Background: an optimization exercise with open tools, aiming at small area. Do not read the settings as production practice. RTL that was checked went through simulation tests only; none was proved equivalent to the original. Function not checked in run 1: the RTL went through the layout flow alone. The flow treats the clock pin as an ideal source, which a real chip does not have.

## flow/design.v (module list and top-level ports; edited modules follow where they fit)
// module FIR_FILTER: 1176 lines
// module fir_fa: 6 lines
// module fir_ha: 6 lines
module FIR_FILTER (clk, rst, data_valid, data, fir_valid, fir_d);
  // ...
==> flow/flow/run.sh <==
#!/bin/bash
# The standard layout, run stage by stage:
# - floorplan: pre-CTS setup repair only for paths worse than -3 ns (the clock skew
#   added after CTS gives the adder paths into the output register more time)
# - CTS: no dummy loads, sink clusters of up to 10 flops on clkbuf_4, then
#   flow/skew.tcl delays the output register's clock and repairs timing
# - port buffers: buf_1
set -euo pipefail
here=$(pwd)
export CTS_ARGS="-sink_clustering_enable -repair_clock_nets -buf_list sky130_fd_sc_hd__clkbuf_4 -sink_clustering_size 10 -sink_clustering_max_diameter 60 -dont_use_dummy_load"
export BUFFER_PORTS_ARGS="-buffer_cell sky130_fd_sc_hd__buf_1"
export SKEW_MIN_BIT=7
export SKEW_CELLS="dlygate4sd3_1 dlygate4sd3_1 dlygate4sd3_1 clkbuf_8"
SETUP_SLACK_MARGIN=-3 bash standard.sh floorplan > floorplan.log 2>&1
bash standard.sh place > place.log 2>&1
SKIP_CTS_REPAIR_TIMING=1 POST_CTS_TCL=$here/flow/skew.tcl bash standard.sh cts > cts.log 2>&1
bash standard.sh > finish.log 2>&1
==> flow/flow/skew.tcl <==
# Post-CTS hook: delay the clock of the output register r (its D inputs end the
# long adder paths; its Q outputs only feed the output ports through a short
# incrementer). Useful skew on the register-to-register paths into r.
set block [ord::get_db_block]
set db [ord::get_db]
set rinsts {}
set nr 0
set minbit [expr {[info exists ::env(SKEW_MIN_BIT)] ? $::env(SKEW_MIN_BIT) : 0}]
foreach inst [$block getInsts] {
  if {[regexp {^r\\?\[(\d+)\\?\]\$_DFF_P_$} [$inst getName] -> bit]} {
    incr nr
    if {$bit >= $minbit} { lappend rinsts $inst }
  }
}
puts "skew: delaying [llength $rinsts] of $nr output-register flops"
if {$nr != 16} { error "skew: expected 16 output-register flops" }
set srcnet [[[lindex $rinsts 0] findITerm CLK] getNet]
set sx 0; set sy 0
foreach r $rinsts { set loc [$r getLocation]; set sx [expr {$sx + [lindex $loc 0]}]; set sy [expr {$sy + [lindex $loc 1]}] }
set cx [expr {int($sx / [llength $rinsts])}]
set cy [expr {int($sy / [llength $rinsts])}]
set prev $srcnet
set i 0
foreach c $::env(SKEW_CELLS) {
  set m [$db findMaster sky130_fd_sc_hd__$c]
  set inst [odb::dbInst_create $block $m "skew_dly_$i"]
  set net [odb::dbNet_create $block "skew_net_$i"]
  $net setSigType CLOCK
  [$inst findITerm A] connect $prev
  [$inst findITerm X] connect $net
  $inst setLocation $cx $cy
  $inst setPlacementStatus PLACED
  set prev $net
  incr i
}
foreach r $rinsts {
  set it [$r findITerm CLK]
  $it disconnect
  $it connect $prev
}
global_connect
detailed_placement
estimate_parasitics -placement
report_clock_skew
repair_timing_helper
detailed_placement
check_placement -verbose
estimate_parasitics -placement
report_checks -path_delay max -format end
report_checks -path_delay min -format end
==> flow/standard.sh <==
#!/bin/bash
# synth_recipe.tcl (not shown) runs the flow's synth.tcl, then flattens the netlist and writes it again
# the make line also repeats each setting of config.mk as NAME=value (left out here)
make -C /OpenROAD-flow-scripts/flow DESIGN_CONFIG=/design/flow/config.mk WORK_HOME=/design/flow/orfs CLKGATE_MAP_FILE= SYNTH_SCRIPT=/design/flow/synth_recipe.tcl "${@:-finish}"
==> flow/config.mk <==
export PLATFORM = sky130hd
export DESIGN_NAME = FIR_FILTER
export DESIGN_NICKNAME = FIR_FILTER
export VERILOG_FILES = /design/flow/design.v
export SDC_FILE = /design/flow/constraint.sdc
export NUM_CORES = 4
export LEC_CHECK = 0
export CAP_MARGIN = 20
export CORE_MARGIN = 2
export CORE_UTILIZATION = 60
export GPL_TIMING_DRIVEN = 0
export SLEW_MARGIN = 20
export SYNTH_HIERARCHICAL = 1
==> flow/constraint.sdc <==
create_clock -name core_clock -period 15.0 [get_ports {clk}]
set_input_delay 3.0000 -clock core_clock [delete_from_list [all_inputs] [get_ports {clk}]]
set_output_delay 3.0000 -clock core_clock [all_outputs]
set_load 0.01 [all_outputs]
==> qor.yml, run 1 <==
hp-start: "x13[15]"
fin_setup_tns_ps: 0
path_buf_inv: 3
met3_usage_pct: 14.4
worstRegToRegCells: 39
clk_pin_slew_ps: 110
multi_input_area_um2: 21600
multi_input_cells: 1160
met1_usage_pct: 47.4
dpl.cell_count: 2561
synth_top_family_by_area: "adder cells"
largest_class: "multi-input gates"
cts_tree: "built"
diodes: 3
ff_latch_area_um2: 10700
dp_slack_ps: -1030
synth_top_area_cell: "fa_1"
synth_xor_xnor_area_share_pct: 0.534
grt_max_degree: 18
status: "timing/DRC/antenna clean"
finalCoreUtilization_pct: 63.6
holdWs_ps: 24.2
cp.arrival_ps: 16710
cp_top_family: "adder cells"
taps: 696
synth-seq-area-share_pct: 32.7
fillCellCount: 3948
portBuffers: 35
rsz0062_at_grt: "false"
wl_met3_um: 9930
==> run 2: changes to the inputs <==
--- a/flow/design.v
+++ b/flow/design.v
@@ -41,17 +41,17 @@
   end
   reg [5:0] cnt;
   always @(posedge clk or posedge rst) begin
     if (rst) cnt <= 6'd0;
     else if (!data_valid) cnt <= 6'd0;
     else if (cnt != 6'd34) cnt <= cnt + 6'd1;
   end
   assign fir_valid = (cnt == 6'd34);
-  wire n1, n2, n3, n4, n5, n6, n7, n8, n9, n10, n11, n12, n13, n14, n15, n16, n17, n18, n19, n20, n21, n22, n23, n24, n25, n26, n27, n28, n29, n30, n31, n32, n33, n34, n35, n36, n37, n38, n39, n40, n41, n42, n43, n44, n45, n46, n47, n48, n49, n50, n51, n52, n53, n54, n55, n56, n57, n58, n59, n60, n61, n62, n63, n64, n65, n66, n67, n68, n69, n70, n71, n72, n73, n74, n75, n76, n77, n78, n79, n80, n81, n82, n83, n84, n85, n86, n87, n88, n89, n90, n91, n92, n93, n94, n95, n96, n97, n98, n99, n100, n101, n102, n103, n104, n105, n106, n107, n108, n109, n110, n111, n112, n113, n114, n115, n116, n117, n118, n119, n120, n121, n122, n123, n124, n125, n126, n127, n128, n129, n130, n131, n132, n133, n134, n135, n136, n137, n138, n139, n140, n141, n142, n143, n144, n145, n146, n147, n148, n149, n150, n151, n152, n153, n154, n155, n156, n157, n158, n159, n160, n161, n162, n163, n164, n165, n166, n167, n168, n169, n170, n171, n172, n173, n174, n175, n176, n177, n178, n179, n180, n181, n182, n183, n184, n185, n186, n187, n188, n189, n190, n191, n192, n193, n194, n195, n196, n197, n198, n199, n200, n201, n202, n203, n204, n205, n206, n207, n208, n209, n210, n211, n212, n213, n214, n215, n216, n217, n218, n219, n220, n221, n222, n223, n224, n225, n226, n227, n228, n229, n230, n231, n232, n233, n234, n235, n236, n237, n238, n239, n240, n241, n242, n243, n244, n245, n246, n247, n248, n249, n250, n251, n252, n253, n254, n255, n256, n257, n258, n259, n260, n261, n262, n263, n264, n265, n266, n267, n268, n269, n270, n271, n272, n273, n274, n275, n276, n277, n278, n279, n280, n281, n282, n283, n284, n285, n286, n287, n288, n289, n290, n291, n292, n293, n294, n295, n296, n297, n298, n299, n300, n301, n302, n303, n304, n305, n306, n307, n308, n309, n310, n311, n312, n313, n314, n315, n316, n317, n318, n319, n320, n321, n322, n323, n324, n325, n326, n327, n328, n329, n330, n331, n332, n333, n334, n335, n336, n337, n338, n339, n340, n341, n342, n343, n344, n345, n346, n347, n348, n349, n350, n351, n352, n353, n354, n355, n356, n357, n358, n359, n360, n361, n362, n363, n364, n365, n366, n367, n368, n369, n370, n371, n372, n373, n374, n375, n376, n377, n378, n379, n380, n381, n382, n383, n384, n385, n386, n387, n388, n389, n390, n391, n392, n393, n394, n395, n396, n397, n398, n399, n400, n401, n402, n403, n404, n405, n406, n407, n408, n409, n410, n411, n412, n413, n414, n415, n416, n417, n418, n419, n420, n421, n422, n423, n424, n425, n426, n427, n428, n429, n430, n431, n432, n433, n434, n435, n436, n437, n438, n439, n440, n441, n442, n443, n444, n445, n446, n447, n448, n449, n450, n451, n452, n453, n454, n455, n456, n457, n458, n459, n460, n461, n462, n463, n464, n465, n466, n467, n468, n469, n470, n471, n472, n473, n474, n475, n476, n477, n478, n479, n480, n481, n482, n483, n484, n485, n486, n487, n488, n489, n490, n491, n492, n493, n494, n495, n496, n497, n498, n499, n500, n501, n502, n503, n504, n505, n506, n507, n508, n509, n510, n511, n512, n513, n514, n515, n516, n517, n518, n519, n520, n521, n522, n523, n524, n525, n526, n527, n528, n529, n530, n531, n532, n533, n534, n535, n536, n537, n538, n539, n540, n541, n542, n543, n544, n545, n546, n547, n548, n549, n550, n551, n552, n553, n554, n555, n556, n557, n558, n559, n560, n561, n562, n563, n564, n565, n566, n567, n568, n569, n570, n571, n572, n573, n574, n575, n576, n577, n578, n579, n580, n581, n582, n583, n584, n585, n586, n587, n588, n589, n590, n591, n592, n593, n594, n595, n596, n597, n598, n599, n600, n601, n602, n603, n604, n605, n606, n607, n608, n609, n610, n611, n612, n613, n614, n615, n616, n617, n618, n619, n620, n621, n622, n623, n624, n625, n626, n627, n628, n629, n630, n631, n632, n633, n634, n635, n636, n637, n638, n639, n640, n641, n642, n643, n644, n645, n646, n647, n648, n649, n650, n651, n652, n653, n654, n655, n656, n657, n658, n659, n660, n661, n662, n663, n664, n665, n666, n667, n668, n669, n670, n671, n672, n673, n674, n675, n676, n677, n678, n679, n680, n681, n682, n683, n684, n685, n686, n687, n688, n689, n690, n691, n692, n693, n694, n695, n696, n697, n698, n699, n700, n701, n702, n703, n704, n705, n706, n707, n708, n709, n710, n711, n712, n713, n714, n715, n716, n717, n718, n719, n720, n721, n722, n723, n724, n725, n726, n727, n728, n729, n730, n731, n732, n733, n734, n735, n736, n737, n738, n739, n740, n741, n742, n743, n744, n745, n746, n747, n748, n749, n750, n751, n752, n753, n754, n755, n756, n757, n758, n759, n760, n761, n762, n763, n764, n765, n766, n767, n768, n769, n770, n771, n772, n773, n774, n775, n776, n777, n778, n779, n780, n781, n782, n783, n784, n785, n786, n787, n788, n789, n790, n791, n792, n793, n794, n795, n796, n797, n798, n799, n800, n801, n802, n803, n804, n805, n806, n807, n808, n809, n810, n811, n812, n813, n814, n815, n816, n817, n818, n819, n820, n821, n822, n823, n824, n825, n826, n827, n828, n829, n830, n831, n832, n833, n834, n835, n836, n837, n838, n839, n840, n841, n842, n843, n844, n845, n846, n847, n848, n849, n850, n851, n852, n853, n854, n855, n856, n857, n858, n859, n860, n861, n862, n863, n864, n865, n866, n867, n868, n869, n870, n871, n872, n873, n874, n875, n876, n877, n878, n879, n880, n881, n882, n883, n884, n885, n886, n887, n888, n889, n890, n891, n892, n893, n894, n895, n896, n897, n898, n899, n900, n901, n902, n903, n904, n905, n906, n907, n908, n909, n910, n911, n912, n913, n914, n915, n916, n917, n918, n919, n920, n921, n922, n923, n924, n925, n926, n927, n928, n929, n930, n931, n932, n933, n934, n935, n936, n937, n938, n939, n940, n941, n942, n943, n944, n945, n946, n947, n948, n949, n950, n951, n952, n953, n954, n955, n956, n957, n958, n959, n960, n961, n962, n963, n964, n965, n966, n967, n968, n969, n970, n971, n972, n973, n974, n975, n976, n977, n978, n979, n980, n981, n982, n983, n984, n985, n986, n987, n988, n989, n990, n991, n992, n993, n994, n995, n996, n997, n998, n999, n1000, n1001, n1002, n1003, n1004, n1005, n1006, n1007, n1008, n1009, n1010, n1011, n1012, n1013, n1014, n1015, n1016, n1017, n1018, n1019, n1020, n1021, n1022, n1023, n1024, n1025, n1026, n1027, n1028, n1029, n1030, n1031, n1032, n1033, n1034, n1035, n1036, n1037, n1038, n1039, n1040, n1041, n1042, n1043, n1044, n1045, n1046, n1047, n1048, n1049, n1050, n1051, n1052, n1053, n1054, n1055, n1056, n1057, n1058, n1059, n1060, n1061, n1062, n1063, n1064, n1065, n1066, n1067, n1068, n1069, n1070, n1071, n1072, n1073, n1074, n1075, n1076, n1077, n1078, n1079, n1080, n1081, n1082, n1083, n1084, n1085, n1086, n1087, n1088, n1089, n1090, n1091, n1092, n1093, n1094, n1095, n1096, n1097, n1098, n1099, n1100, n1101, n1102, n1103, n1104, n1105, n1106, n1107, n1108, n1109, n1110, n1111, n1112, n1113, n1114, n1115, n1116, n1117, n1118, n1119, n1120, n1121, n1122, n1123, n1124, n1125, n1126, n1127, n1128, n1129, n1130, n1131, n1132, n1133, n1134, n1135, n1136, n1137, n1138, n1139, n1140, n1141, n1142, n1143, n1144, n1145, n1146, n1147, n1148, n1149, n1150, n1151, n1152, n1153, n1154, n1155, n1156, n1157, n1158, n1159, n1160, n1161, n1162, n1163, n1164, n1165, n1166, n1167, n1168, n1169, n1170, n1171, n1172, n1173, n1174, n1175, n1176, n1177, n1178, n1179, n1180, n1181, n1182, n1183, n1184, n1185, n1186, n1187, n1188, n1189, n1190, n1191, n1192, n1193, n1194, n1195, n1196, n1197, n1198, n1199, n1200, n1201, n1202, n1203, n1204, n1205, n1206, n1207, n1208, n1209, n1210, n1211, n1212, n1213, n1214, n1215, n1216, n1217, n1218, n1219, n1220, n1221, n1222, n1223, n1224, n1225, n1226, n1227, n1228, n1229, n1230, n1231, n1232, n1233, n1234, n1235, n1236, n1237, n1238, n1239, n1240, n1241, n1242, n1243, n1244, n1245, n1246, n1247, n1248, n1249, n1250, n1251, n1252, n1253, n1254, n1255, n1256, n1257, n1258, n1259, n1260, n1261, n1262, n1263, n1264, n1265, n1266, n1267, n1268, n1269, n1270, n1271, n1272, n1273, n1274, n1275, n1276, n1277, n1278, n1279, n1280, n1281, n1282, n1283, n1284, n1285, n1286, n1287, n1288, n1289, n1290, n1291, n1292, n1293, n1294, n1295, n1296, n1297, n1298, n1299, n1300, n1301, n1302, n1303, n1304, n1305, n1306, n1307, n1308, n1309, n1310, n1311, n1312, n1313, n1314, n1315, n1316, n1317, n1318, n1319, n1320, n1321, n1322, n1323, n1324, n1325, n1326, n1327, n1328, n1329, n1330, n1331, n1332, n1333, n1334, n1335, n1336, n1337, n1338, n1339, n1340, n1341, n1342, n1343, n1344, n1345, n1346, n1347, n1348, n1349, n1350, n1351, n1352, n1353, n1354, n1355, n1356, n1357, n1358, n1359, n1360, n1361, n1362, n1363, n1364, n1365, n1366, n1367, n1368, n1369, n1370, n1371, n1372, n1373, n1374, n1375, n1376, n1377, n1378, n1379, n1380, n1381, n1382, n1383, n1384, n1385, n1386, n1387, n1388, n1389, n1390, n1391, n1392, n1393, n1394, n1395, n1396, n1397, n1398, n1399, n1400, n1401, n1402, n1403, n1404, n1405, n1406, n1407, n1408, n1409, n1410, n1411, n1412, n1413, n1414, n1415, n1416, n1417, n1418, n1419, n1420, n1421, n1422, n1423, n1424, n1425, n1426, n1427, n1428, n1429, n1430, n1431, n1432, n1433, n1434, n1435, n1436, n1437, n1438, n1439, n1440, n1441, n1442, n1443, n1444, n1445, n1446, n1447, n1448, n1449, n1450, n1451, n1452, n1453, n1454, n1455, n1456, n1457, n1458, n1459, n1460, n1461, n1462, n1463, n1464, n1465, n1466, n1467, n1468, n1469, n1470, n1471, n1472, n1473, n1474, n1475, n1476, n1477, n1478, n1479, n1480, n1481, n1482, n1483, n1484, n1485, n1486, n1487, n1488, n1489, n1490, n1491, n1492, n1493, n1494, n1495, n1496, n1497, n1498, n1499, n1500, n1501, n1502, n1503, n1504, n1505, n1506, n1507, n1508, n1509, n1510, n1511, n1512, n1513, n1514, n1515, n1516, n1517, n1518, n1519, n1520, n1521, n1522, n1523, n1524, n1525, n1526, n1527, n1528, n1529, n1530, n1531, n1532, n1533, n1534, n1535, n1536, n1537, n1538, n1539, n1540, n1541, n1542, n1543, n1544, n1545, n1546, n1547, n1548, n1549, n1550, n1551, n1552, n1553, n1554, n1555, n1556, n1557, n1558, n1559, n1560, n1561, n1562, n1563, n1564, n1565, n1566, n1567, n1568, n1569, n1570, n1571, n1572, n1573, n1574, n1575, n1576, n1577, n1578, n1579, n1580, n1581, n1582, n1583, n1584, n1585, n1586, n1587, n1588, n1589, n1590, n1591, n1592, n1593, n1594, n1595, n1596, n1597, n1598, n1599, n1600, n1601, n1602, n1603, n1604, n1605, n1606, n1607, n1608, n1609, n1610, n1611, n1612, n1613, n1614, n1615, n1616, n1617, n1618, n1619, n1620, n1621, n1622, n1623, n1624, n1625, n1626, n1627, n1628, n1629, n1630, n1631, n1632, n1633, n1634, n1635, n1636, n1637, n1638, n1639, n1640, n1641, n1642, n1643, n1644, n1645, n1646, n1647, n1648, n1649, n1650, n1651, n1652, n1653, n1654, n1655, n1656, n1657, n1658, n1659, n1660, n1661, n1662, n1663, n1664, n1665, n1666, n1667, n1668, n1669, n1670, n1671, n1672, n1673, n1674, n1675, n1676, n1677, n1678, n1679, n1680, n1681, n1682, n1683, n1684, n1685, n1686, n1687, n1688, n1689, n1690, n1691, n1692, n1693, n1694, n1695, n1696, n1697, n1698, n1699, n1700, n1701, n1702, n1703, n1704, n1705, n1706, n1707, n1708, n1709, n1710, n1711, n1712, n1713, n1714, n1715, n1716, n1717, n1718, n1719, n1720, n1721, n1722, n1723, n1724, n1725, n1726, n1727, n1728, n1729, n1730, n1731, n1732, n1733, n1734, n1735, n1736, n1737, n1738, n1739, n1740, n1741, n1742, n1743, n1744, n1745, n1746, n1747, n1748, n1749, n1750, n1751, n1752, n1753, n1754, n1755, n1756, n1757, n1758, n1759, n1760, n1761, n1762, n1763, n1764, n1765, n1766, n1767, n1768, n1769, n1770, n1771, n1772, n1773, n1774, n1775, n1776, n1777, n1778, n1779, n1780, n1781, n1782, n1783, n1784, n1785, n1786, n1787, n1788, n1789, n1790, n1791, n1792, n1793, n1794, n1795, n1796, n1797, n1798, n1799, n1800, n1801, n1802, n1803, n1804, n1805, n1806, n1807, n1808, n1809, n1810, n1811, n1812, n1813, n1814, n1815, n1816, n1817, n1818, n1819, n1820, n1821, n1822, n1823, n1824, n1825, n1826, n1827, n1828, n1829, n1830, n1831, n1832, n1833, n1834, n1835, n1836, n1837, n1838, n1839, n1840, n1841, n1842, n1843, n1844, n1845, n1846, n1847, n1848, n1849, n1850, n1851, n1852, n1853, n1854, n1855, n1856, n1857, n1858, n1859, n1860, n1861, n1862, n1863, n1864, n1865, n1866, n1867, n1868, n1869, n1870, n1871, n1872, n1873, n1874, n1875, n1876, n1877, n1878, n1879, n1880, n1881, n1882, n1883, n1884, n1885, n1886, n1887, n1888, n1889, n1890, n1891, n1892, n1893, n1894, n1895, n1896, n1897, n1898, n1899, n1900, n1901, n1902, n1903, n1904, n1905, n1906, n1907, n1908, n1909, n1910, n1911, n1912, n1913, n1914, n1915, n1916, n1917, n1918, n1919, n1920, n1921, n1922, n1923, n1924, n1925, n1926, n1927, n1928, n1929, n1930, n1931, n1932, n1933, n1934, n1935, n1936, n1937, n1938, n1939, n1940, n1941, n1942, n1943, n1944, n1945, n1946, n1947, n1948, n1949, n1950, n1951, n1952, n1953, n1954, n1955, n1956, n1957, n1958, n1959, n1960, n1961, n1962, n1963, n1964, n1965, n1966, n1967, n1968, n1969, n1970, n1971, n1972, n1973, n1974, n1975, n1976, n1977, n1978, n1979, n1980, n1981, n1982, n1983, n1984, n1985, n1986, n1987, n1988, n1989, n1990, n1991, n1992, n1993, n1994, n1995, n1996, n1997, n1998, n1999, n2000, n2001, n2002, n2003, n2004, n2005, n2006, n2007, n2008, n2009, n2010, n2011, n2012, n2013, n2014, n2015, n2016, n2017, n2018, n2019, n2020, n2021, n2022, n2023, n2024, n2025, n2026, n2027, n2028, n2029, n2030, n2031, n2032, n2033, n2034, n2035, n2036, n2037, n2038, n2039, n2040, n2041, n2042, n2043, n2044, n2045, n2046, n2047, n2048, n2049, n2050, n2051, n2052, n2053, n2054, n2055, n2056, n2057, n2058, n2059, n2060, n2061, n2062, n2063, n2064, n2065, n2066, n2067, n2068, n2069, n2070, n2071, n2072, n2073, n2074, n2075, n2076, n2077, n2078, n2079, n2080, n2081, n2082, n2083, n2084, n2085, n2086, n2087, n2088, n2089, n2090, n2091, n2092, n2093, n2094, n2095, n2096, n2097, n2098, n2099, n2100, n2101, n2102, n2103, n2104, n2105, n2106, n2107, n2108, n2109, n2110, n2111, n2112, n2113, n2114, n2115, n2116, n2117, n2118, n2119, n2120, n2121, n2122, n2123, n2124, n2125, n2126, n2127, n2128, n2129, n2130, n2131, n2132, n2133, n2134, n2135, n2136, n2137, n2138, n2139, n2140, n2141, n2142, n2143, n2144, n2145, n2146, n2147, n2148, n2149, n2150, n2151, n2152, n2153, n2154, n2155, n2156, n2157, n2158, n2159, n2160, n2161, n2162, n2163, n2164, n2165, n2166, n2167, n2168, n2169, n2170, n2171, n2172, n2173, n2174, n2175, n2176, n2177, n2178, n2179, n2180, n2181, n2182, n2183, n2184, n2185, n2186, n2187, n2188, n2189, n2190, n2191;
+  wire n1, n2, n3, n4, n5, n6, n7, n8, n9, n10, n11, n12, n13, n14, n15, n16, n17, n18, n19, n20, n21, n22, n23, n24, n25, n26, n27, n28, n29, n30, n31, n32, n33, n34, n35, n36, n37, n38, n39, n40, n41, n42, n43, n44, n45, n46, n47, n48, n49, n50, n51, n52, n53, n54, n55, n56, n57, n58, n59, n60, n61, n62, n63, n64, n65, n66, n67, n68, n69, n70, n71, n72, n73, n74, n75, n76, n77, n78, n79, n80, n81, n82, n83, n84, n85, n86, n87, n88, n89, n90, n91, n92, n93, n94, n95, n96, n97, n98, n99, n100, n101, n102, n103, n104, n105, n106, n107, n108, n109, n110, n111, n112, n113, n114, n115, n116, n117, n118, n119, n120, n121, n122, n123, n124, n125, n126, n127, n128, n129, n130, n131, n132, n133, n134, n135, n136, n137, n138, n139, n140, n141, n142, n143, n144, n145, n146, n147, n148, n149, n150, n151, n152, n153, n154, n155, n156, n157, n158, n159, n160, n161, n162, n163, n164, n165, n166, n167, n168, n169, n170, n171, n172, n173, n174, n175, n176, n177, n178, n179, n180, n181, n182, n183, n184, n185, n186, n187, n188, n189, n190, n191, n192, n193, n194, n195, n196, n197, n198, n199, n200, n201, n202, n203, n204, n205, n206, n207, n208, n209, n210, n211, n212, n213, n214, n215, n216, n217, n218, n219, n220, n221, n222, n223, n224, n225, n226, n227, n228, n229, n230, n231, n232, n233, n234, n235, n236, n237, n238, n239, n240, n241, n242, n243, n244, n245, n246, n247, n248, n249, n250, n251, n252, n253, n254, n255, n256, n257, n258, n259, n260, n261, n262, n263, n264, n265, n266, n267, n268, n269, n270, n271, n272, n273, n274, n275, n276, n277, n278, n279, n280, n281, n282, n283, n284, n285, n286, n287, n288, n289, n290, n291, n292, n293, n294, n295, n296, n297, n298, n299, n300, n301, n302, n303, n304, n305, n306, n307, n308, n309, n310, n311, n312, n313, n314, n315, n316, n317, n318, n319, n320, n321, n322, n323, n324, n325, n326, n327, n328, n329, n330, n331, n332, n333, n334, n335, n336, n337, n338, n339, n340, n341, n342, n343, n344, n345, n346, n347, n348, n349, n350, n351, n352, n353, n354, n355, n356, n357, n358, n359, n360, n361, n362, n363, n364, n365, n366, n367, n368, n369, n370, n371, n372, n373, n374, n375, n376, n377, n378, n379, n380, n381, n382, n383, n384, n385, n386, n387, n388, n389, n390, n391, n392, n393, n394, n395, n396, n397, n398, n399, n400, n401, n402, n403, n404, n405, n406, n407, n408, n409, n410, n411, n412, n413, n414, n415, n416, n417, n418, n419, n420, n421, n422, n423, n424, n425, n426, n427, n428, n429, n430, n431, n432, n433, n434, n435, n436, n437, n438, n439, n440, n441, n442, n443, n444, n445, n446, n447, n448, n449, n450, n451, n452, n453, n454, n455, n456, n457, n458, n459, n460, n461, n462, n463, n464, n465, n466, n467, n468, n469, n470, n471, n472, n473, n474, n475, n476, n477, n478, n479, n480, n481, n482, n483, n484, n485, n486, n487, n488, n489, n490, n491, n492, n493, n494, n495, n496, n497, n498, n499, n500, n501, n502, n503, n504, n505, n506, n507, n508, n509, n510, n511, n512, n513, n514, n515, n516, n517, n518, n519, n520, n521, n522, n523, n524, n525, n526, n527, n528, n529, n530, n531, n532, n533, n534, n535, n536, n537, n538, n539, n540, n541, n542, n543, n544, n545, n546, n547, n548, n549, n550, n551, n552, n553, n554, n555, n556, n557, n558, n559, n560, n561, n562, n563, n564, n565, n566, n567, n568, n569, n570, n571, n572, n573, n574, n575, n576, n577, n578, n579, n580, n581, n582, n583, n584, n585, n586, n587, n588, n589, n590, n591, n592, n593, n594, n595, n596, n597, n598, n599, n600, n601, n602, n603, n604, n605, n606, n607, n608, n609, n610, n611, n612, n613, n614, n615, n616, n617, n618, n619, n620, n621, n622, n623, n624, n625, n626, n627, n628, n629, n630, n631, n632, n633, n634, n635, n636, n637, n638, n639, n640, n641, n642, n643, n644, n645, n646, n647, n648, n649, n650, n651, n652, n653, n654, n655, n656, n657, n658, n659, n660, n661, n662, n663, n664, n665, n666, n667, n668, n669, n670, n671, n672, n673, n674, n675, n676, n677, n678, n679, n680, n681, n682, n683, n684, n685, n686, n687, n688, n689, n690, n691, n692, n693, n694, n695, n696, n697, n698, n699, n700, n701, n702, n703, n704, n705, n706, n707, n708, n709, n710, n711, n712, n713, n714, n715, n716, n717, n718, n719, n720, n721, n722, n723, n724, n725, n726, n727, n728, n729, n730, n731, n732, n733, n734, n735, n736, n737, n738, n739, n740, n741, n742, n743, n744, n745, n746, n747, n748, n749, n750, n751, n752, n753, n754, n755, n756, n757, n758, n759, n760, n761, n762, n763, n764, n765, n766, n767, n768, n769, n770, n771, n772, n773, n774, n775, n776, n777, n778, n779, n780, n781, n782, n783, n784, n785, n786, n787, n788, n789, n790, n791, n792, n793, n794, n795, n796, n797, n798, n799, n800, n801, n802, n803, n804, n805, n806, n807, n808, n809, n810, n811, n812, n813, n814, n815, n816, n817, n818, n819, n820, n821, n822, n823, n824, n825, n826, n827, n828, n829, n830, n831, n832, n833, n834, n835, n836, n837, n838, n839, n840, n841, n842, n843, n844, n845, n846, n847, n848, n849, n850, n851, n852, n853, n854, n855, n856, n857, n858, n859, n860, n861, n862, n863, n864, n865, n866, n867, n868, n869, n870, n871, n872, n873, n874, n875, n876, n877, n878, n879, n880, n881, n882, n883, n884, n885, n886, n887, n888, n889, n890, n891, n892, n893, n894, n895, n896, n897, n898, n899, n900, n901, n902, n903, n904, n905, n906, n907, n908, n909, n910, n911, n912, n913, n914, n915, n916, n917, n918, n919, n920, n921, n922, n923, n924, n925, n926, n927, n928, n929, n930, n931, n932, n933, n934, n935, n936, n937, n938, n939, n940, n941, n942, n943, n944, n945, n946, n947, n948, n949, n950, n951, n952, n953, n954, n955, n956, n957, n958, n959, n960, n961, n962, n963, n964, n965, n966, n967, n968, n969, n970, n971, n972, n973, n974, n975, n976, n977, n978, n979, n980, n981, n982, n983, n984, n985, n986, n987, n988, n989, n990, n991, n992, n993, n994, n995, n996, n997, n998, n999, n1000, n1001, n1002, n1003, n1004, n1005, n1006, n1007, n1008, n1009, n1010, n1011, n1012, n1013, n1014, n1015, n1016, n1017, n1018, n1019, n1020, n1021, n1022, n1023, n1024, n1025, n1026, n1027, n1028, n1029, n1030, n1031, n1032, n1033, n1034, n1035, n1036, n1037, n1038, n1039, n1040, n1041, n1042, n1043, n1044, n1045, n1046, n1047, n1048, n1049, n1050, n1051, n1052, n1053, n1054, n1055, n1056, n1057, n1058, n1059, n1060, n1061, n1062, n1063, n1064, n1065, n1066, n1067, n1068, n1069, n1070, n1071, n1072, n1073, n1074, n1075, n1076, n1077, n1078, n1079, n1080, n1081, n1082, n1083, n1084, n1085, n1086, n1087, n1088, n1089, n1090, n1091, n1092, n1093, n1094, n1095, n1096, n1097, n1098, n1099, n1100, n1101, n1102, n1103, n1104, n1105, n1106, n1107, n1108, n1109, n1110, n1111, n1112, n1113, n1114, n1115, n1116, n1117, n1118, n1119, n1120, n1121, n1122, n1123, n1124, n1125, n1126, n1127, n1128, n1129, n1130, n1131, n1132, n1133, n1134, n1135, n1136, n1137, n1138, n1139, n1140, n1141, n1142, n1143, n1144, n1145, n1146, n1147, n1148, n1149, n1150, n1151, n1152, n1153, n1154, n1155, n1156, n1157, n1158, n1159, n1160, n1161, n1162, n1163, n1164, n1165, n1166, n1167, n1168, n1169, n1170, n1171, n1172, n1173, n1174, n1175, n1176, n1177, n1178, n1179, n1180, n1181, n1182, n1183, n1184, n1185, n1186, n1187, n1188, n1189, n1190, n1191, n1192, n1193, n1194, n1195, n1196, n1197, n1198, n1199, n1200, n1201, n1202, n1203, n1204, n1205, n1206, n1207, n1208, n1209, n1210, n1211, n1212, n1213, n1214, n1215, n1216, n1217, n1218, n1219, n1220, n1221, n1222, n1223, n1224, n1225, n1226, n1227, n1228, n1229, n1230, n1231, n1232, n1233, n1234, n1235, n1236, n1237, n1238, n1239, n1240, n1241, n1242, n1243, n1244, n1245, n1246, n1247, n1248, n1249, n1250, n1251, n1252, n1253, n1254, n1255, n1256, n1257, n1258, n1259, n1260, n1261, n1262, n1263, n1264, n1265, n1266, n1267, n1268, n1269, n1270, n1271, n1272, n1273, n1274, n1275, n1276, n1277, n1278, n1279, n1280, n1281, n1282, n1283, n1284, n1285, n1286, n1287, n1288, n1289, n1290, n1291, n1292, n1293, n1294, n1295, n1296, n1297, n1298, n1299, n1300, n1301, n1302, n1303, n1304, n1305, n1306, n1307, n1308, n1309, n1310, n1311, n1312, n1313, n1314, n1315, n1316, n1317, n1318, n1319, n1320, n1321, n1322, n1323, n1324, n1325, n1326, n1327, n1328, n1329, n1330, n1331, n1332, n1333, n1334, n1335, n1336, n1337, n1338, n1339, n1340, n1341, n1342, n1343, n1344, n1345, n1346, n1347, n1348, n1349, n1350, n1351, n1352, n1353, n1354, n1355, n1356, n1357, n1358, n1359, n1360, n1361, n1362, n1363, n1364, n1365, n1366, n1367, n1368, n1369, n1370, n1371, n1372, n1373, n1374, n1375, n1376, n1377, n1378, n1379, n1380, n1381, n1382, n1383, n1384, n1385, n1386, n1387, n1388, n1389, n1390, n1391, n1392, n1393, n1394, n1395, n1396, n1397, n1398, n1399, n1400, n1401, n1402, n1403, n1404, n1405, n1406, n1407, n1408, n1409, n1410, n1411, n1412, n1413, n1414, n1415, n1416, n1417, n1418, n1419, n1420, n1421, n1422, n1423, n1424, n1425, n1426, n1427, n1428, n1429, n1430, n1431, n1432, n1433, n1434, n1435, n1436, n1437, n1438, n1439, n1440, n1441, n1442, n1443, n1444, n1445, n1446, n1447, n1448, n1449, n1450, n1451, n1452, n1453, n1454, n1455, n1456, n1457, n1458, n1459, n1460, n1461, n1462, n1463, n1464, n1465, n1466, n1467, n1468, n1469, n1470, n1471, n1472, n1473, n1474, n1475, n1476, n1477, n1478, n1479, n1480, n1481, n1482, n1483, n1484, n1485, n1486, n1487, n1488, n1489, n1490, n1491, n1492, n1493, n1494, n1495, n1496, n1497, n1498, n1499, n1500, n1501, n1502, n1503, n1504, n1505, n1506, n1507, n1508, n1509, n1510, n1511, n1512, n1513, n1514, n1515, n1516, n1517, n1518, n1519, n1520, n1521, n1522, n1523, n1524, n1525, n1526, n1527, n1528, n1529, n1530, n1531, n1532, n1533, n1534, n1535, n1536, n1537, n1538, n1539, n1540, n1541, n1542, n1543, n1544, n1545, n1546, n1547, n1548, n1549, n1550, n1551, n1552, n1553, n1554, n1555, n1556, n1557, n1558, n1559, n1560, n1561, n1562, n1563, n1564, n1565, n1566, n1567, n1568, n1569, n1570, n1571, n1572, n1573, n1574, n1575, n1576, n1577, n1578, n1579, n1580, n1581, n1582, n1583, n1584, n1585, n1586, n1587, n1588, n1589, n1590, n1591, n1592, n1593, n1594, n1595, n1596, n1597, n1598, n1599, n1600, n1601, n1602, n1603, n1604, n1605, n1606, n1607, n1608, n1609, n1610, n1611, n1612, n1613, n1614, n1615, n1616, n1617, n1618, n1619, n1620, n1621, n1622, n1623, n1624, n1625, n1626, n1627, n1628, n1629, n1630, n1631, n1632, n1633, n1634, n1635, n1636, n1637, n1638, n1639, n1640, n1641, n1642, n1643, n1644, n1645, n1646, n1647, n1648, n1649, n1650, n1651, n1652, n1653, n1654, n1655, n1656, n1657, n1658, n1659, n1660, n1661, n1662, n1663, n1664, n1665, n1666, n1667, n1668, n1669, n1670, n1671, n1672, n1673, n1674, n1675, n1676, n1677, n1678, n1679, n1680, n1681, n1682, n1683, n1684, n1685, n1686, n1687, n1688, n1689, n1690, n1691, n1692, n1693, n1694, n1695, n1696, n1697, n1698, n1699, n1700, n1701, n1702, n1703, n1704, n1705, n1706, n1707, n1708, n1709, n1710, n1711, n1712, n1713, n1714, n1715, n1716, n1717, n1718, n1719, n1720, n1721, n1722, n1723, n1724, n1725, n1726, n1727, n1728, n1729, n1730, n1731, n1732, n1733, n1734, n1735, n1736, n1737, n1738, n1739, n1740, n1741, n1742, n1743, n1744, n1745, n1746, n1747, n1748, n1749, n1750, n1751, n1752, n1753, n1754, n1755, n1756, n1757, n1758, n1759, n1760, n1761, n1762, n1763, n1764, n1765, n1766, n1767, n1768, n1769, n1770, n1771, n1772, n1773, n1774, n1775, n1776, n1777, n1778, n1779, n1780, n1781, n1782, n1783, n1784, n1785, n1786, n1787, n1788, n1789, n1790, n1791, n1792, n1793, n1794, n1795, n1796, n1797, n1798, n1799, n1800, n1801, n1802, n1803, n1804, n1805, n1806, n1807, n1808, n1809, n1810, n1811, n1812, n1813, n1814, n1815, n1816, n1817, n1818, n1819, n1820, n1821, n1822, n1823, n1824, n1825, n1826, n1827, n1828, n1829, n1830, n1831, n1832, n1833, n1834, n1835, n1836, n1837, n1838, n1839, n1840, n1841, n1842, n1843, n1844, n1845, n1846, n1847, n1848, n1849, n1850, n1851, n1852, n1853, n1854, n1855, n1856, n1857, n1858, n1859, n1860, n1861, n1862, n1863, n1864, n1865, n1866, n1867, n1868, n1869, n1870, n1871, n1872, n1873, n1874, n1875, n1876, n1877, n1878, n1879, n1880, n1881, n1882, n1883, n1884, n1885, n1886, n1887, n1888, n1889, n1890, n1891, n1892, n1893, n1894, n1895, n1896, n1897, n1898, n1899, n1900, n1901, n1902, n1903, n1904, n1905, n1906, n1907, n1908, n1909, n1910, n1911, n1912, n1913, n1914, n1915, n1916, n1917, n1918, n1919, n1920, n1921, n1922, n1923, n1924, n1925, n1926, n1927, n1928, n1929, n1930, n1931, n1932, n1933, n1934, n1935, n1936, n1937, n1938, n1939, n1940, n1941, n1942, n1943, n1944, n1945, n1946, n1947, n1948, n1949, n1950, n1951, n1952, n1953, n1954, n1955, n1956, n1957, n1958, n1959, n1960, n1961, n1962, n1963, n1964, n1965, n1966, n1967, n1968, n1969, n1970, n1971, n1972, n1973, n1974, n1975, n1976, n1977, n1978, n1979, n1980, n1981, n1982, n1983, n1984, n1985, n1986, n1987, n1988, n1989, n1990, n1991, n1992, n1993, n1994, n1995, n1996, n1997, n1998, n1999, n2000, n2001, n2002, n2003, n2004, n2005, n2006, n2007, n2008, n2009, n2010, n2011, n2012, n2013, n2014, n2015, n2016, n2017, n2018, n2019, n2020, n2021, n2022, n2023, n2024, n2025, n2026, n2027, n2028, n2029, n2030, n2031, n2032, n2033, n2034, n2035, n2036, n2037, n2038, n2039, n2040, n2041, n2042, n2043, n2044, n2045, n2046, n2047, n2048, n2049, n2050, n2051, n2052, n2053, n2054, n2055, n2056, n2057, n2058, n2059, n2060, n2061, n2062, n2063, n2064, n2065, n2066, n2067, n2068, n2069, n2070, n2071, n2072, n2073, n2074, n2075, n2076, n2077, n2078, n2079, n2080, n2081, n2082, n2083, n2084, n2085, n2086, n2087, n2088, n2089, n2090, n2091, n2092, n2093, n2094, n2095, n2096, n2097, n2098, n2099, n2100, n2101, n2102, n2103, n2104, n2105, n2106, n2107, n2108, n2109, n2110, n2111, n2112, n2113, n2114, n2115, n2116, n2117, n2118, n2119, n2120, n2121, n2122, n2123, n2124, n2125, n2126, n2127, n2128, n2129, n2130, n2131, n2132, n2133, n2134, n2135, n2136, n2137, n2138, n2139, n2140, n2141, n2142, n2143, n2144, n2145, n2146, n2147, n2148, n2149, n2150, n2151, n2152, n2153, n2154, n2155, n2156, n2157, n2158, n2159, n2160, n2161, n2162, n2163, n2164, n2165, n2166, n2167, n2168, n2169, n2170, n2171, n2172, n2173, n2174, n2175, n2176, n2177, n2178, n2179, n2180, n2181, n2182, n2183, n2184;
   fir_ha hn1 (.a(x31[0]), .b(x0[0]), .s(n1), .co(n2));
   fir_fa fn3 (.a(x31[1]), .b(x0[1]), .c(n2), .s(n3), .co(n4));
   fir_fa fn5 (.a(x31[2]), .b(x0[2]), .c(n4), .s(n5), .co(n6));
   fir_fa fn7 (.a(x31[3]), .b(x0[3]), .c(n6), .s(n7), .co(n8));
   fir_fa fn9 (.a(x31[4]), .b(x0[4]), .c(n8), .s(n9), .co(n10));
   fir_fa fn11 (.a(x31[5]), .b(x0[5]), .c(n10), .s(n11), .co(n12));
   fir_fa fn13 (.a(x31[6]), .b(x0[6]), .c(n12), .s(n13), .co(n14));
   fir_fa fn15 (.a(x31[7]), .b(x0[7]), .c(n14), .s(n15), .co(n16));
@@ -1125,56 +1125,52 @@
   fir_fa fn2139 (.a(~n1745), .b(n1751), .c(n2138), .s(n2139), .co(n2140));
   fir_fa fn2141 (.a(~n1797), .b(n1803), .c(n2140), .s(n2141), .co(n2142));
   fir_fa fn2143 (.a(n1804), .b(~n1851), .c(n2142), .s(n2143), .co(n2144));
   fir_ha hn2145 (.a(n1897), .b(n2144), .s(n2145), .co(n2146));
   fir_fa fn2147 (.a(n1898), .b(n2146), .c(n2087), .s(n2147), .co(n2148));
   fir_fa fn2149 (.a(n2088), .b(n2089), .c(n2148), .s(n2149), .co(n2150));
   fir_fa fn2151 (.a(n2091), .b(n2090), .c(n2150), .s(n2151), .co(n2152));
   fir_fa fn2153 (.a(n2092), .b(n2093), .c(n2152), .s(n2153), .co(n2154));
-  fir_ha hn2155 (.a(n2094), .b(~n2095), .s(n2155), .co(n2156));
-  fir_fa fn2157 (.a(n2096), .b(~n2156), .c(n2097), .s(n2157), .co(n2158));
-  fir_fa fn2159 (.a(n2098), .b(n2099), .c(n2158), .s(n2159), .co(n2160));
+  fir_fa fn2155 (.a(n2094), .b(~n2095), .c(n2154), .s(n2155), .co(n2156));
+  fir_fa fn2157 (.a(n2096), .b(n2097), .c(~n2156), .s(n2157), .co(n2158));
+  assign n2159 = 1'b1 ^ n2098 ^ n2099;
+  assign n2160 = (1'b1 & n2098) | (n2099 & (1'b1 | n2098));
   fir_fa fn2161 (.a(n2100), .b(n2101), .c(n2160), .s(n2161), .co(n2162));
-  fir_ha hn2163 (.a(~n2094), .b(n2095), .s(n2163), .co(n2164));
-  fir_fa fn2165 (.a(n2096), .b(n2164), .c(n2097), .s(n2165), .co(n2166));
-  fir_fa fn2167 (.a(n2098), .b(n2099), .c(n2166), .s(n2167), .co(n2168));
-  fir_fa fn2169 (.a(n2100), .b(n2101), .c(n2168), .s(n2169), .co(n2170));
-  assign n2171 = n2154 ? ~n2163 : n2155;
-  assign n2172 = n2154 ? ~n2165 : ~n2157;
-  assign n2173 = n2154 ? ~n2167 : ~n2159;
-  assign n2174 = n2154 ? ~n2169 : ~n2161;
-  assign n2175 = n2154 ? ~n2170 : ~n2162;
-  fir_ha hn2176 (.a(n2103), .b(~n2102), .s(n2176), .co(n2177));
-  fir_fa fn2178 (.a(n2105), .b(n2104), .c(n2177), .s(n2178), .co(n2179));
-  fir_fa fn2180 (.a(~n2107), .b(n2106), .c(n2179), .s(n2180), .co(n2181));
-  fir_ha hn2182 (.a(~n2103), .b(n2102), .s(n2182), .co(n2183));
-  fir_fa fn2184 (.a(n2105), .b(n2104), .c(~n2183), .s(n2184), .co(n2185));
-  fir_fa fn2186 (.a(~n2107), .b(n2106), .c(n2185), .s(n2186), .co(n2187));
-  assign n2188 = n2175 ? ~n2182 : n2176;
-  assign n2189 = n2175 ? n2184 : n2178;
-  assign n2190 = n2175 ? n2186 : n2180;
-  assign n2191 = n2175 ? n2187 : n2181;
+  fir_fa fn2163 (.a(~n2103), .b(n2102), .c(n2162), .s(n2163), .co(n2164));
+  fir_fa fn2165 (.a(n2105), .b(n2104), .c(~n2164), .s(n2165), .co(n2166));
+  fir_fa fn2167 (.a(~n2107), .b(n2106), .c(n2166), .s(n2167), .co(n2168));
+  fir_ha hn2169 (.a(n2098), .b(n2099), .s(n2169), .co(n2170));
+  fir_fa fn2171 (.a(n2100), .b(n2101), .c(n2170), .s(n2171), .co(n2172));
+  fir_fa fn2173 (.a(~n2103), .b(n2102), .c(n2172), .s(n2173), .co(n2174));
+  fir_fa fn2175 (.a(n2105), .b(n2104), .c(~n2174), .s(n2175), .co(n2176));
+  fir_fa fn2177 (.a(~n2107), .b(n2106), .c(n2176), .s(n2177), .co(n2178));
+  assign n2179 = ~n2158 ? ~n2169 : ~n2159;
+  assign n2180 = ~n2158 ? ~n2171 : ~n2161;
+  assign n2181 = ~n2158 ? ~n2173 : ~n2163;
+  assign n2182 = ~n2158 ? n2175 : n2165;
+  assign n2183 = ~n2158 ? n2177 : n2167;
+  assign n2184 = ~n2158 ? n2178 : n2168;
   wire [15:0] sres;
   assign sres[0] = n2135;
   assign sres[1] = n2137;
   assign sres[2] = n2139;
   assign sres[3] = n2141;
   assign sres[4] = n2143;
   assign sres[5] = n2145;
   assign sres[6] = n2147;
   assign sres[7] = n2149;
   assign sres[8] = n2151;
   assign sres[9] = n2153;
-  assign sres[10] = n2171;
-  assign sres[11] = n2172;
-  assign sres[12] = n2173;
-  assign sres[13] = n2174;
-  assign sres[14] = n2188;
-  assign sres[15] = n2190;
+  assign sres[10] = n2155;
+  assign sres[11] = ~n2157;
+  assign sres[12] = n2179;
+  assign sres[13] = n2180;
+  assign sres[14] = n2181;
+  assign sres[15] = n2183;
   reg [15:0] r;
   always @(posedge clk) r <= sres;
   assign fir_d = r + {15'd0, r[15]};
 endmodule
 module fir_fa (a, b, c, s, co);
   input a, b, c;
   output s, co;
   assign s = a ^ b ^ c;
==> qor.yml, run 2 <==
startpoint_type: "register"  # unchanged
ant_nets: 0  # unchanged
hold_path_end: "r[15]"  # unchanged
slew_violations: 0  # unchanged
worst_pin_slew_ps: 669  # was 689 ps
rsz0062_at_grt: "false"  # unchanged
synthTopCellsByArea: "fa_1 61%, dfxtp_1 32%, ha_1 2.9%, inv_1 1.6%, dfrtp_1 0.46%"  # was fa_1 61%, dfxtp_1 32%, ha_1 2.9%, inv_1 1.5%, dfrtp_1 0.46%
portBuffers: 35  # unchanged
ff_latch_area_um2: 10700  # unchanged
hp-start: "x15[15]"  # was x13[15]
wirelength_um: 84700  # was 84,900 µm
dieWidth_um: 238  # about the same
hold_path_depth: 5  # unchanged
vias: 14600  # was 14,700
status: "timing/DRC/antenna clean"  # unchanged
numClockSinks: 534  # unchanged
maxCapViolCount: 0  # unchanged
fin_crit_ps: 14540  # was 14,220 ps
crit_path_max_fanout: 5  # unchanged
setup_viol: 0  # unchanged
fin_skew_ps: 1850  # about the same
r2r_start: "x16[0]"  # was x23[0]
crit_top_cell: "fa_1"  # unchanged
busiest_layer: "met1"  # unchanged
holdWs_ps: 3.02  # was 24.2 ps
synth_nets: 2917  # was 2,924
slowest_stage: "fa_1"  # unchanged
end_kind: "register"  # unchanged
clkLatencyLatePin_ps: 2610  # was 2600 ps
multi_input_area_um2: 21500  # was 21,600 µm²
netlist.area_leader.share_pct: 61.0  # was 60.9%
drive_gt1_share_pct: 3.63  # was 3.68%
worst_slack_ps: 459  # was 780 ps
place.gp.congestion: 0.977  # was 0.968
dieArea_um2: 56400  # was 56,600 µm²
viasPerCell: 5.58  # was 5.59
antenna_found_initial: 2  # unchanged
overflow: 0  # unchanged
cts_tree: "built"  # unchanged
core_um2: 53900  # unchanged
grt_max_degree: 18  # unchanged
netlist_instances: 1825  # was 1,830
ioPinCount: 36  # unchanged
layout_commonest_cell: "fa_1"  # unchanged
clk_pin_slew_ps: 100  # was 110 ps
hp-class: "register to register"  # unchanged
ys_warn_count: 7  # unchanged
cp.arrival_ps: 17040  # was 16,710 ps
layout_common_cells: "997 x fa_1, 528 x dfxtp_1, 136 x inv_1"  # was 998 x fa_1, 528 x dfxtp_1, 135 x inv_1
met1_usage_pct: 48.3  # was 47.4%
synth-edff-count: 0  # unchanged
ys_seq_elements: 534  # unchanged
max_stage_delay_ps: 880  # was 580 ps
dp_slack_ps: -1330  # was -1030 ps
synthTopCellsByCount: "998 x fa_1, 528 x dfxtp_1, 136 x inv_1"  # was 998 x fa_1, 528 x dfxtp_1, 135 x inv_1
yosysMostFrequentCell: "fa_1"  # unchanged
use_met2_pct: 45.0  # was 46.5%
dr.pass1.iters: 5  # unchanged
nets: 3021  # was 3,025
track_usage_pct: 32.5  # was 32.6%
initial_core_util_pct: 60.7  # was 60.8%
synth_cell_types: 33  # was 35
hold_viol: 0  # unchanged
grt_pass1_wl_um: 123000  # was 124,000 µm
r2r-end: "r[15]"  # unchanged
timing.fmax_mhz: 68.8  # was 70.3 MHz
ys.flop_type: "dfxtp_1"  # unchanged
path_class: "register to register"  # unchanged
num_rows: 85  # unchanged
fin_crit_sh_pct: 96.9  # was 94.8%
syn_area_per_cell_um2: 17.9  # about the same
synth_top_area_cell: "fa_1"  # unchanged
die-height_um: 238  # about the same
slew-limit-headroom_pct: 55.4  # was 54.0%
synth-seq-area-share_pct: 32.7  # about the same
grt_pass1_vias: 18100  # was 18,300
async_reset_ff_share_pct: 1.12  # unchanged
drtIter0Drc: 1214  # was 1,181
met3_usage_pct: 14.2  # was 14.4%
wl_per_cell_um: 32.3  # about the same
r2r_slack_ps: 460  # was 780 ps
worstRegToRegCells: 40  # was 39
drcViolationCount: 0  # unchanged
crit_required_ps: 17500  # was 17,490 ps
synthToLayoutAreaGrowth_pct: 4.67  # was 4.59%
fillCellCount: 3950  # was 3,948
post-dp-hpwl_um: 77300  # was 77,800 µm
syn_area_um2: 32700  # was 32,800 µm²
-- run 2: cell types whose count changed after synthesis, moves of 2 or more --
cell | before | now
nand3_1 | 8 | 6
xnor2_1 | 12 | 15
nor2_1 | 6 | 4
nor2b_1 | 3 | 1
xor2_1 | 8 | 5
maj3_2 | 2 | 0
ha_1 | 77 | 75
a21oi_1 | 4 | 2
nand2_1 | 7 | 14
mux2i_1 | 6 | 2
a222oi_1 | 0 | 2
-- run 2: Yosys stat by module, one instance, submodules excluded --
module / times used / cells / area (µm²) / flops+latches
fir_fa: 998 / 1 / 20.0 / 0
fir_ha: 67 / 1 / 12.5 / 0
FIR_FILTER: 1 / 760 / 11900 / 534
-- run 2: metrics by stage --
step           std cells  setup TNS [ps]  utilization (%)  instance area [µm²]
2_1_floorplan       1825            -137                -                32700
3_3_place_gp        2556           -5650             62.6                33700
3_5_place_dp        2556           -6730             62.6                33700
5_1_grt             2624               0             63.5                34300
6_report            2624               0             63.5                34300
-- run 2: logic make-up (layout without fill, tap and decap cells) --
kind of cell / after synthesis / count (layout) / share of synthesized area, %
buffers and inverters: 136 / 238 / 1.56
other: 0 / 1 / 0
muxes: 3 / 3 / 0.0956
xor gates and xnor gates: 20 / 20 / 0.535
DFF: 534 / 534 / 32.7
and+or+nand+nor: 42 / 42 / 0.761
adders and majority gates: 1076 / 1076 / 64.0
AOI/OAI and AO/OA: 14 / 14 / 0.313
-- run 2: final cells by class, clock buffers not listed --
cell class | count | share of cell area, %
Tap cell | 696 | 2.54
Buffer | 4 | 0.128
Timing Repair Buffer | 37 | 0.442
Antenna cell | 1 | 0.00730
Sequential cell | 534 | 31.3
Multi-Input combinational cell | 1155 | 62.8
Inverter | 136 | 1.49
-- run 2: worst max-delay path by stage --
stage	slack, ps	startpoint	cells after the start	to
floorplan	-140	x23[0]	40	r[15]
global placement	-1190	x23[0]	40	r[15]
detailed placement	-1330	x16[0]	40	r[15]
global route	40	x23[0]	40	r[15]
finish	460	x16[0]	40	r[15]
-- run 2: critical path: cells and delay by family (launching register included) --
kind | cells | cell delay (ps)
adder cells (fa/ha/maj) | 36 | 15310
multiplexers | 1 | 360
flip-flops | 1 | 330
buffers and inverters | 3 | 160
-- run 2: layer usage --
metal / up-vias / routed length, µm / part of all wire (%)
met1: 8223 / 36800 / 43
met2: 594 / 35800 / 42
met4: 2 / 2020 / 2.4
met5: - / 13 / 0.015
met3: 112 / 10000 / 12
li1: 5710 / - / -

[re-timing with driven ports]
No port has a modelled driver above. Below, the same layouts with a new extraction and two added sets of constraints.
Step 1, drivers: a clkbuf_16 drives clk and a buf_2 each remaining input, both assumed.
Step 2, shift: input delay + t, output delay - t, t = (earliest + latest rising clock arrival at the registers) / 2. This alone moves slack from input paths to output paths.
Three values: ideal ports, drivers, drivers and shift; two values: the first two.
run | shift t [ns] | setup WS [ns] | hold WS [ns] | latest minus earliest clock arrival (ns) | slew at the worst register clock pin (ns) | worst slew at a driven data input, ns
run 1 | 1.728 | 0.780 / 0.780 / 0.780 | 0.024 / 0.024 / 0.024 | 1.848 / 1.848 | 0.12 / 0.12 | 0.03
run 2 | 1.742 | 0.459 / 0.459 / 0.459 | 0.003 / 0.003 / 0.003 | 1.847 / 1.847 | 0.12 / 0.12 | 0.03
Clock arrivals are far apart in run 1 and run 2, so t is only a midpoint there and step 2 fits no single register.
